Background: an optimization exercise with open tools, aiming at small area and a short achievable clock period. Do not read the settings as production practice. Only simulation tests tie the RTL to the original design; equivalence was not proved.

## flow/design.v (module list and top-level ports; edited modules follow where they fit)
// module lms_adapt_filt_4tap: 2059 lines
// module lms_ustep: 72 lines
// module lms_hupd: 8 lines
// module lms_esub: 5 lines
// module lms_nsub: 5 lines
// module lms_fa: 6 lines
// module lms_ha: 6 lines
// module lms_aoi: 5 lines
// module lms_oai: 5 lines
// module lms_aoi21: 5 lines
// module lms_oai21: 5 lines
// module lms_nand: 5 lines
// module lms_nor: 5 lines
// module lms_and: 5 lines
// module lms_ao21: 5 lines
// module lms_xor: 5 lines
// module lms_xnor: 5 lines
// module lms_bpp: 5 lines
module lms_adapt_filt_4tap (clk,rst,xin,din,errr,filt_out);
  // ...
==> flow/flow/run.sh <==
#!/bin/bash
# The standard layout, with buf_1 cells as the port buffers (the timing
# repair upsizes the ones on critical paths) and the repair aiming 5.4 ns
# below the clock period.
set -euo pipefail
bash standard.sh SETUP_SLACK_MARGIN=5.4 "BUFFER_PORTS_ARGS=-buffer_cell sky130_fd_sc_hd__buf_1" finish > standard.log 2>&1
==> flow/standard.sh <==
#!/bin/bash
# synth_recipe.tcl (not shown) runs the flow's synth.tcl, then flattens the netlist and writes it again
# the make line also repeats each setting of config.mk as NAME=value (left out here)
make -C /OpenROAD-flow-scripts/flow DESIGN_CONFIG=/design/flow/config.mk WORK_HOME=/design/flow/orfs CLKGATE_MAP_FILE= SYNTH_SCRIPT=/design/flow/synth_recipe.tcl "${@:-finish}"
==> flow/config.mk <==
export PLATFORM = sky130hd
export DESIGN_NAME = lms_adapt_filt_4tap
export DESIGN_NICKNAME = lms_adapt_filt_4tap
export VERILOG_FILES = /design/flow/design.v
export SDC_FILE = /design/flow/constraint.sdc
export NUM_CORES = 4
export LEC_CHECK = 0
export CAP_MARGIN = 20
export CORE_MARGIN = 2
export CORE_UTILIZATION = 40
export SLEW_MARGIN = 20
export SYNTH_HIERARCHICAL = 1
==> flow/constraint.sdc <==
create_clock -name core_clock -period 12.0 [get_ports {clk}]
set_input_delay 2.4000 -clock core_clock [delete_from_list [all_inputs] [get_ports {clk}]]
set_output_delay 2.4000 -clock core_clock [all_outputs]
set_load 0.01 [all_outputs]
==> reports/qor.txt, run 1 <==
Launching point of the worst reg2reg path -> q2[3]
Share of cells above drive strength 1 -> 5.82%
Tapcells -> 402
Outcome -> finished clean
#MultiIn Comb -> 1058
Iteration count of the initial detailed-routing pass -> 5
Avg WL per Cell -> 18.8 µm
Crit path max fanout -> 5
Main synth FF type -> dfrtp_1
DP HPWL -> 24.6 mm
Post-synth top cells -> xor2_1, o22ai_1, fa_1, dfrtp_1, inv_1
Peak Freq -> 158 MHz
Final nets -> 1544
M1 WL -> 14.9 mm
Min-delay src -> x3[1]
Setup Slack @ Placement -> 5470 ps
DR vias -> 9469
Antenna cell count -> 0
Hold slack -> 422 ps
Met2 WL -> 15.4 mm
Synth Area per Inst -> 9.95 µm²
Non-filler instance count after layout -> 1743
Register area share after synthesis -> 20.8%
Buffers & Inverters on Critical Path -> 2
Post_cts resized -> 0
Non-clk buf share -> 2.56%
Synth warn -> 7
Critical Path RT -> 9600 ps
Final worst-path setup slack -> 5650 ps
Post-synth EDFFs -> 0
Total grt overflow -> 0
Largest net degree at the start of global routing -> 67
First-pass GRT wire length -> 52.4 mm
Final Util -> 44.3%
Worst rel slew slack -> 26.7%
CP startpoint -> din[5]
==> run 2, diff against run 1 <==
--- a/flow/config.mk
+++ b/flow/config.mk
@@ -9,3 +9,3 @@
 export CORE_MARGIN = 2
-export CORE_UTILIZATION = 40
+export CORE_UTILIZATION = 70
 export SLEW_MARGIN = 20
==> run 2 against run 1 <==
Net effect:
- final area shrank 1.9%
- core utilization rose by 32 points
- worst setup slack worse by 11 ps
- synthesized cell count is the same
- critical path depth up 14
- via count rose by 2.7%
- hold slack improved by 3.2 ps
- clock skew down 3.5 ps
==> reports/qor.txt, run 2 <==
Outcome -> finished clean
Fin crit period -> 6360 ps
All-Layer GR Usage -> 32.8%
Most numerous cell in the Yosys netlist -> xor2_1
RSZ-0062 raised after global routing -> no
FFs w/ async S/R, synth -> 100%
Largest net degree at the start of global routing -> 58 (-13%)
Final nets -> 1537 (-0.45%)
Commonest cells after routing, fill and taps aside -> xor2_1, o22ai_1, fa_1
Startpoint Class -> flip-flop
Worst-Margin Slew -> 1040 ps
Total grt overflow -> 0 (unchanged)
Area Growth Syn to Fin -> 7.13%
First-pass GRT wire length -> 50.2 mm (-4.2%)
Post-synth cell types -> 37
DR vias -> 9724 (+2.7%)
Synth Cell Area -> 12800 µm²
Gpl congestion -> 0.920
CTS tree -> yes
Max reg flops -> 10
Iteration count of the initial detailed-routing pass -> 7 (+2)
Crit share post-route -> 53.0%
Final setup vio count -> 0
WS Path Type -> reg -> reg
Max-cap check violation count -> 0
Post-synth EDFFs -> 0 (unchanged)
Largest Register -> y
Hold buffers post-CTS -> 0
Hold slack -> 425 ps (+3.19 ps)
Share of cells above drive strength 1 -> 4.72% (-1.1 points)
Hold Vio Cnt, Final -> 0
Io pins -> 40
Largest cells by area after synthesis -> xor2_1, fa_1, dfrtp_1
Crit end category -> flip-flop
Main synth FF type -> dfrtp_1
TritonCTS buffer count -> 9
Register area share after synthesis -> 20.8% (unchanged)
Most common cell after layout, fill and taps aside -> xor2_1
Synth Instances -> 1282
Critical Path RT -> 12240 ps (+2640 ps)
Initial core utilization -> 71.3%
Yosys reg bits -> 106
Overall die area -> 19300 µm²
Synth Area per Inst -> 9.95 µm² (unchanged)
Synth warn -> 7 (unchanged)
DRC -> 0
Initial antenna violation count -> 0
Post-synth top cells -> xor2_1, o22ai_1, fa_1, dfrtp_1, inv_1
DRT iter0 DRCs -> 845
CTS Sinks -> 106
DP HPWL -> 23.1 mm (-6.4%)
Synth top area share -> 27.6%
H-tree depth -> 3
Final max-slew violation count -> 0
Crit path max fanout -> 5 (unchanged)
Antenna cell count -> 0 (unchanged)
Avg WL per Cell -> 19.8 µm (+5.1%)
Number of global-route vias before repair -> 9739
Vias per std cell -> 6.22
Final WL -> 30.9 mm
Layout Skew -> 7.82 ps
Clock-pin slew on the worst setup and hold paths -> 80 ps
Cell row count -> 49
IO buf count -> 39
Peak Freq -> 157 MHz (-0.17%)
Syn nets -> 1490
Post-route setup TNS -> 0 ps
Clk buf depth -> 2
DIE HEIGHT -> 139 µm
Worst rel slew slack -> 30.1% (+3.4 points)
Hold Path Class -> reg -> reg
Worst EP arrival -> 6600 ps
CTS root buffer -> clkbuf_16
Die width -> 139 µm
Synth area leader -> xor2_1
Routed Antenna Nets -> 0
Clk Latency, worst-skew pair -> 360 ps
Core area -> 17900 µm²
==> run 2: changes by cell type in the layout (fill, tap and decap cells not counted), sizes merged <==
cell and delta:
buf -7, bufinv +4, inv -1, clkinv -3
==> run 2: repair_timing <==
item / 4_1_cts / 5_1_grt
resized for setup: 0 / 16
endpoints found under the setup margin: 0 / 1
setup buffers: 0 / 2
==> run 2: metrics by stage <==
step	cell area, µm²	instances	worst slack, ps	util, %
CTS	13600	1561	5560	75.8
finish	13700	1563	5640	76.3
global route	13700	1563	5370	76.3
floorplan	12800	1282	5690	-
global placement	13200	1545	5550	73.7
detailed placement	13200	1545	5380	73.7
==> run 2: kinds of logic after synthesis <==
group                      synth area share (%)
AOI/OAI and AO/OA                          13.8
xor gates and xnor gates                   29.2
buffers and inverters                      3.85
adders and majority gates                  26.6
DFF                                        20.8
and+or+nand+nor                            5.75
==> run 2: final timing paths <==
path / startpoint / endpoint / slack [ps] / depth (start not counted)
max: q1[5] / y[9] / 5640 / 22
max in group asynchronous: rst / hb1[4] / 8730 / 3
min: x0[0] / x1[0] / 430 / 0
max reg2reg: q1[5] / y[9] / 5640 / 22
min reg2reg: x0[0] / x1[0] / 430 / 0
min in group asynchronous: rst / q3[4] / 2100 / 2
==> run 2: worst max-delay path: stages, from the launching register on <==
cell	delay (ps)
dfrtp_1	410
inv_1	120
fa_1	490
xor2_2	220
a32o_1	300
o21ai_2	220
nand2_1	100
xor2_1	240
inv_2	110
o22ai_1	200
xor2_1	220
fa_1	480
fa_1	460
fa_1	460
fa_1	600
fa_1	430
ha_1	190
ha_1	320
xor2_2	200
nand2b_1	150
o21ai_0	70
a21oi_1	70
xor2_1	170
==> run 2: cell type report <==
class / count / area [µm²]
clock buffers: 9 / 225
clock inverters: 7 / 146
fillers: 1289 / 4230
inverters: 94 / 355
multi-input cells: 1058 / 9690
flip-flops and latches: 106 / 2660
well taps: 229 / 287
repair buffers: 60 / 304
==> run 2: modules after synthesis (local to each module, per instance) <==
module               flops+latches  area (µm²)
lms_ha                           0        12.5
lms_xor                          0        8.76
lms_fa                           0        20.0
lms_adapt_filt_4tap            106        4910
lms_oai                          0        6.26
==> run 2: metal layers <==
metal | vias up | part of all wire, % | track usage (%)
met1 | 4869 | 41 | 45.3
met3 | 81 | 6.2 | 4.70
met5 | - | 0 | 0
met2 | 360 | 48 | 53.0
li1 | 4414 | - | -
met4 | 0 | 3.9 | 13.5
==> run 3, diff against run 2 <==
==> flow/flow/run.sh (replaced) <==
#!/bin/bash
# The standard layout, with buf_1 cells as the port buffers (the timing
# repair upsizes the ones on critical paths) and the repair aiming 5.7 ns
# below the clock period.
set -euo pipefail
bash standard.sh SETUP_SLACK_MARGIN=5.7 "BUFFER_PORTS_ARGS=-buffer_cell sky130_fd_sc_hd__buf_1" finish > standard.log 2>&1
--- a/flow/config.mk
+++ b/flow/config.mk
@@ -9,3 +9,3 @@
 export CORE_MARGIN = 2
-export CORE_UTILIZATION = 70
+export CORE_UTILIZATION = 40
 export SLEW_MARGIN = 20
==> run 3 against run 2 <==
Net effect:
- cell count increased by 13%
- first-iteration DRC count down 15%
- highest routed layer unchanged
- critical path depth down 14
- core utilization fell by 30 points
- largest cell class unchanged
- via count shrank 0.39%
==> reports/qor.txt, run 3 <==
Outcome -> finished clean
Total grt overflow -> 0 (unchanged)
Synth top area share -> 27.6% (unchanged)
DRT iter0 DRCs -> 716 (-15%)
Mux cell area share after synthesis -> 0% (unchanged)
Simple-Gate Fraction of Synth Area -> 5.75% (unchanged)
Synth area leader -> xor2_1
Worst EP arrival -> 3810 ps (-2790 ps)
Antenna cell count -> 0 (unchanged)
CP delay by family, top -> compound AO/OA/AOI/OAI gates
Most numerous cell in the Yosys netlist -> xor2_1
Clock-pin slew on the worst setup and hold paths -> 70 ps (about the same)
Synth Area in Compound Gates -> 13.8% (unchanged)
Post-Synth Adder-Cell Area -> 26.6% (unchanged)
First-pass GRT wire length -> 53.5 mm (+6.4%)
Worst rel slew slack -> 26.0% (-4.0 points)
DRC -> 0 (unchanged)
Commonest cells after routing, fill and taps aside -> xor2_1, o22ai_1, fa_1
Post-route setup TNS -> 0 ps (unchanged)
Largest net degree at the start of global routing -> 74 (+28%)
CTS root buffer -> clkbuf_16
FFs w/ async S/R, synth -> 100% (unchanged)
Post-synth top cells -> xor2_1, o22ai_1, fa_1, dfrtp_1, inv_1
H-tree depth -> 3 (unchanged)
DR vias -> 9686 (-0.39%)
Crit share post-route -> 51.7% (-1.3 points)
Cell row count -> 65 (+33%)
CTS tree -> yes
Combinational family with the most area after synthesis -> XOR/XNOR gates
RSZ-0062 raised after global routing -> yes
Register area share after synthesis -> 20.8% (unchanged)
Number of global-route vias before repair -> 9880 (+1.4%)
Hold Vio Cnt, Final -> 0 (unchanged)
Initial antenna violation count -> 0 (unchanged)
Share of cells above drive strength 1 -> 12.4% (+7.6 points)
All-Layer GR Usage -> 20.5% (-12 points)
Final nets -> 1562 (+1.6%)
Io pins -> 40 (unchanged)
Hold Path Class -> reg -> reg
Crit path max fanout -> 3 (-2)
Largest Register -> y
DP HPWL -> 24.8 mm (+7.3%)
Setup Slack @ Placement -> 5440 ps (+63.7 ps)
Startpoint Class -> primary input
Synth Area per Inst -> 9.95 µm² (unchanged)
Synth Instances -> 1282 (unchanged)
WS Path Type -> in -> out
Final max-slew violation count -> 0 (unchanged)
Worst-Margin Slew -> 1100 ps (+60.2 ps)
Largest cells by area after synthesis -> xor2_1, fa_1, dfrtp_1
Vias per std cell -> 5.50 (-12%)
Syn nets -> 1490 (unchanged)
Slowest-stage cell, CP -> a41oi_1
Crit end category -> output pin
Post-synth EDFFs -> 0 (unchanged)
Synth warn -> 7 (unchanged)
Fin crit period -> 6210 ps (-154 ps)
Final setup vio count -> 0 (unchanged)
Area Growth Syn to Fin -> 13.3%
Clk buf depth -> 2 (unchanged)
Critical Path RT -> 9600 ps (-2640 ps)
Layout Skew -> 12.6 ps (+4.78 ps)
Gpl congestion -> 0.872 (-5.2%)
Synth Cell Area -> 12800 µm² (unchanged)
Buffers & Inverters on Critical Path -> 2 (unchanged)
Peak Freq -> 161 MHz (+2.5%)
Yosys reg bits -> 106 (unchanged)
Die width -> 183 µm (+31%)
Routed Antenna Nets -> 0 (unchanged)
Crit path largest cell delay -> 260 ps (-340 ps)
Max-cap check violation count -> 0 (unchanged)
Final WL -> 33.3 mm (+8.0%)
XOR/XNOR Fraction of Synth Area -> 29.2% (unchanged)
Clk Latency, worst-skew pair -> 360 ps (about the same)
Avg WL per Cell -> 18.9 µm (-4.2%)
CTS Sinks -> 106 (unchanged)
Post-synth cell types -> 37 (unchanged)
Final worst-path setup slack -> 5790 ps (+154 ps)
Iteration count of the initial detailed-routing pass -> 6 (-1)
Core area -> 31500 µm² (+76%)
TritonCTS buffer count -> 9 (unchanged)
Initial core utilization -> 40.5% (-31 points)
Most common cell after layout, fill and taps aside -> xor2_1
Max reg flops -> 10 (unchanged)
IO buf count -> 39 (unchanged)
DIE HEIGHT -> 183 µm (+31%)
Crit-path cells -> buf_1 > xor2_1 > nand2b_1 > a21oi_2 > o21ai_1 > a41oi_1 > xor2_1 > buf_1
Overall die area -> 33300 µm² (+73%)
Main synth FF type -> dfrtp_1
==> run 3: cell counts after synthesis <==
No cell type changed its count.
==> run 3: per-stage QoR <==
stage	hold slack [ps]	utilization, %	cell area, µm²	instances
2_1_floorplan	374	-	12800	1282
3_3_place_gp	404	42.7	13400	1722
3_5_place_dp	413	42.7	13400	1722
4_1_cts	430	43.8	13800	1739
5_1_grt	452	45.9	14500	1761
6_report	430	45.9	14500	1761
==> run 3: kinds of logic after synthesis <==
group / Yosys count
compound gates: 275
xor+xnor: 425
fa+ha+maj: 188
buf+inv: 118
flops: 106
simple gates: 170
==> run 3: layer usage <==
layer | part of all wire (%) | track usage [%]
met1 | 45 | 28.0
met2 | 48 | 34.1
met3 | 4.9 | 2.83
met4 | 2.2 | 5.32
met5 | 0 | 0
==> run 3: path summary, 6_finish.rpt <==
check	start	cells past startpoint	end	slack [ps]
setup reg to reg	q2[5]	21	y[9]	5870
setup / recovery	din[1]	8	errr[9]	5790
hold reg to reg	x3[1]	0	x4[1]	430
hold / removal	x3[1]	0	x4[1]	430
min in group asynchronous	rst	2	hb1[4]	2050
max in group asynchronous	rst	3	y[8]	8650
==> run 3: final cells by class <==
cell class                 count  area [µm²]
fill                        2946       17000
multi-input combinational   1058       10100
sequential                   106        2660
clock buffer                   9         225
tap                          402         503
inverter                      94         363
clock inverter                 7        60.1
timing repair buffer          85         503
==> run 3: repair_timing <==
item	in CTS	in global routing
setup buffers	1	22
endpoints found under the setup margin	3	11
hold buffers	0	0
pin swaps	0	38
resized for setup	7	97
==> run 3: Yosys stat by module (local to each module, per instance) <==
module	area, µm²	cells inside	flip-flops and latches
lms_adapt_filt_4tap	4910	529	106
lms_fa	20.0	1	0
lms_ha	12.5	1	0
lms_oai	6.26	1	0
lms_xor	8.76	1	0
==> run 4, diff against run 3 <==
==> flow/flow/run.sh (replaced) <==
#!/bin/bash
# The standard layout, with buf_1 cells as the port buffers (the timing
# repair upsizes the ones on critical paths).
set -euo pipefail
bash standard.sh "BUFFER_PORTS_ARGS=-buffer_cell sky130_fd_sc_hd__buf_1" finish > standard.log 2>&1
--- a/flow/config.mk
+++ b/flow/config.mk
@@ -10,2 +10,3 @@
 export CORE_UTILIZATION = 40
+export SETUP_SLACK_MARGIN = 5
 export SLEW_MARGIN = 20
==> run 4 against run 3 <==
Net effect:
- critical path depth increased by 14
- worst setup slack got worse by 240 ps
- die area stayed put
- cell count fell by 1.1%
- register-to-register slack worse by 320 ps
==> reports/qor.txt, run 4 <==
Fin crit period -> 6450 ps (+242 ps)
Most numerous cell in the Yosys netlist -> xor2_1
Layout Skew -> 11.4 ps (-1.21 ps)
Worst reg2reg endpoint -> y[9]
Post_cts resized -> 0 (-7)
CTS root buffer -> clkbuf_16
Clock-pin slew on the worst setup and hold paths -> 80 ps (about the same)
Critical Path RT -> 12280 ps (+2680 ps)
Initial core utilization -> 40.5% (unchanged)
Most common cell after layout, fill and taps aside -> xor2_1
Register area share after synthesis -> 20.8% (unchanged)
WHS Path Cells -> 0 (unchanged)
Overall die area -> 33300 µm² (unchanged)
RSZ-0062 raised after global routing -> no
Die width -> 183 µm (unchanged)
Largest cells by area after synthesis -> xor2_1, fa_1, dfrtp_1
Launching point of the worst reg2reg path -> hb1[2]
IO buf count -> 39 (unchanged)
CTS Sinks -> 106 (unchanged)
Main synth FF type -> dfrtp_1
Synth top area share -> 27.6% (unchanged)
Cell row count -> 65 (unchanged)
Largest Register -> y
Outcome -> finished clean
Worst rel slew slack -> 25.2% (-0.83 points)
Peak Freq -> 155 MHz (-3.7%)
Largest net degree at the start of global routing -> 67 (-9.5%)
Max reg flops -> 10 (unchanged)
Core area -> 31500 µm² (unchanged)
DR vias -> 9468 (-2.3%)
Clk Latency, worst-skew pair -> 370 ps (about the same)
DP HPWL -> 24.6 mm (-0.49%)
TritonCTS buffer count -> 9 (unchanged)
Initial antenna violation count -> 0 (unchanged)
Final setup vio count -> 0 (unchanged)
Crit share post-route -> 53.7% (+2.0 points)
Area Growth Syn to Fin -> 7.89%
Hold buffers post-CTS -> 0 (unchanged)
Worst EP arrival -> 6730 ps (+2920 ps)
Gpl congestion -> 0.892 (+2.3%)
Non-filler instance count after layout -> 1741 (-1.1%)
Synth Area per Inst -> 9.95 µm² (unchanged)
CTS tree -> yes
Synth area leader -> xor2_1
Synth Instances -> 1282 (unchanged)
First-pass GRT wire length -> 52.4 mm (-1.9%)
Synth warn -> 7 (unchanged)
Post-route setup TNS -> 0 ps (unchanged)
Final max-slew violation count -> 0 (unchanged)
Max-cap check violation count -> 0 (unchanged)
Antenna cell count -> 0 (unchanged)
DIE HEIGHT -> 183 µm (unchanged)
Commonest cells after routing, fill and taps aside -> xor2_1, o22ai_1, fa_1
# Post-CTS Setup Buffers -> 0 (-1)
All-Layer GR Usage -> 20.1% (-0.33 points)
Synth Cell Area -> 12800 µm² (unchanged)
Crit path max fanout -> 4 (+1)
Crit end category -> flip-flop
R2R cell count -> 22 (+4.8%)
Routed Antenna Nets -> 0 (unchanged)
Hold Vio Cnt, Final -> 0 (unchanged)
Hold Path Class -> reg -> reg
DRT iter0 DRCs -> 646 (-9.8%)
Avg WL per Cell -> 18.7 µm (-1.2%)
FFs w/ async S/R, synth -> 100% (unchanged)
Hold Path End -> x4[1]
# placed instances -> 1725 (+0.17%)
Post-synth top cells -> xor2_1, o22ai_1, fa_1, dfrtp_1, inv_1
Final nets -> 1542 (-1.3%)
Syn nets -> 1490 (unchanged)
Total grt overflow -> 0 (unchanged)
Startpoint Class -> flip-flop
Yosys reg bits -> 106 (unchanged)
FILL cells -> 3080 (+4.5%)
H-tree depth -> 3 (unchanged)
Number of global-route vias before repair -> 9610 (-2.7%)
Vias per std cell -> 5.44 (-1.1%)
Post-synth EDFFs -> 0 (unchanged)
DRC -> 0 (unchanged)
Post-synth cell types -> 37 (unchanged)
Worst reg-to-reg setup slack -> 5550 ps (-320 ps)
Min-delay src -> x3[1]
Io pins -> 40 (unchanged)
WS Path Type -> reg -> reg
Clk buf depth -> 2 (unchanged)
Share of cells above drive strength 1 -> 3.81% (-8.6 points)
Worst-Margin Slew -> 1110 ps (+12.3 ps)
Final WL -> 32.6 mm (-2.4%)
Iteration count of the initial detailed-routing pass -> 5 (-1)
## run 4: cell counts after synthesis
Identical to the previous run, type by type.
## run 4: modules after synthesis, one instance, submodules excluded
module | area (µm²) | flops+latches | cells | times used
lms_adapt_filt_4tap | 4910 | 106 | 529 | 1
lms_fa | 20.0 | 0 | 1 | 139
lms_ha | 12.5 | 0 | 1 | 44
lms_xor | 8.76 | 0 | 1 | 378
lms_oai | 6.26 | 0 | 1 | 192
## run 4: kinds of logic after synthesis
kind of cell / count (synthesis) / share of synthesized area [%]
xor gates and xnor gates: 425 / 29.2
AOI/OAI and AO/OA: 275 / 13.8
adders and majority gates: 188 / 26.6
buffers and inverters: 118 / 3.85
DFF: 106 / 20.8
and+or+nand+nor: 170 / 5.75
## run 4: layout make-up
cell class                      count  area [µm²]  share of cell area [%]
Clock buffer                        9         225                    1.64
Clock inverter                      7        72.6                   0.527
Inverter                           94         355                    2.58
Multi-Input combinational cell   1058        9610                    69.8
Timing Repair Buffer               65         342                    2.48
Sequential cell                   106        2660                    19.3
Tap cell                          402         503                    3.65
## run 4: how the worst max path moves through the flow
stage / from / end / slack, ps / cells after the start
2_1_floorplan: din[0] / q2[5] / 5690 / 17
3_3_place_gp: din[0] / q3[5] / 5520 / 19
3_5_place_dp: din[0] / q1[5] / 5470 / 20
4_1_cts: hb3[2] / y[9] / 5510 / 22
5_1_grt: q3[4] / y[9] / 5100 / 22
6_report: hb1[2] / y[9] / 5550 / 22
## run 4: critical path, cell delays in order (launching register included)
cell	delay, ps
dfrtp_1	400
fa_1	610
xor2_1	290
nand2_1	80
a21oi_1	160
o21ai_1	130
a21oi_1	170
xor2_1	340
inv_1	150
o22ai_1	200
xor2_1	230
fa_1	520
fa_1	450
fa_1	480
fa_1	510
fa_1	410
ha_1	190
ha_1	300
xor2_1	230
nand2b_1	130
o21ai_0	70
a21oi_1	160
xor2_1	150
## run 4: layer usage
metal	part of all wire, %	vias to the layer above	wire (µm)	GRT usage (%)
met5	0	-	0	0
met4	2.5	0	818	6.68
met3	4.5	51	1470	2.87
met2	47	254	15300	32.4
met1	46	4732	15000	27.9
li1	-	4431	-	-
## run 4: metrics by stage
step / area (µm²) / hold WS [ps] / util [%] / worst slack, ps
5_1_grt: 13800 / 449 / 43.7 / 5100
6_report: 13800 / 421 / 43.7 / 5550
3_3_place_gp: 13500 / 400 / 42.8 / 5520
2_1_floorplan: 12800 / 374 / - / 5690
3_5_place_dp: 13500 / 405 / 42.8 / 5470
4_1_cts: 13800 / 422 / 43.7 / 5510

-- re-timing with driven ports --
In the flow no input, the clock included, has a driving cell. The finished layouts below were timed again as built, in two steps. Step 1 assumes that a clkbuf_16 drives the clock port and a buf_2 every other input. Step 2, shift: input delay + t, output delay - t, t = (earliest + latest rising clock arrival at the registers) / 2. This alone moves slack from input paths to output paths. Slacks: ideal / step 1 / step 2; pairs: ideal / step 1.
run | t, ns | slack for setup (ns) | clock arrival spread, ns | worst slew at a driven data input, ns | pins driven straight from the clock port
run 1 | 0.408 | 5.651 / 5.628 / 5.419 | 0.013 / 0.013 | 0.03 | 1
run 2 | 0.406 | 5.640 / 5.640 / 5.341 | 0.008 / 0.008 | 0.04 | 1
run 3 | 0.401 | 5.794 / 5.770 / 5.501 | 0.014 / 0.015 | 0.03 | 1
run 4 | 0.407 | 5.553 / 5.553 / 5.428 | 0.012 / 0.013 | 0.03 | 1
After both steps every run listed still meets setup and hold. The setup slack of run 2, which loses most, moves by 0.000 ns with the drivers and by -0.299 ns with both steps.
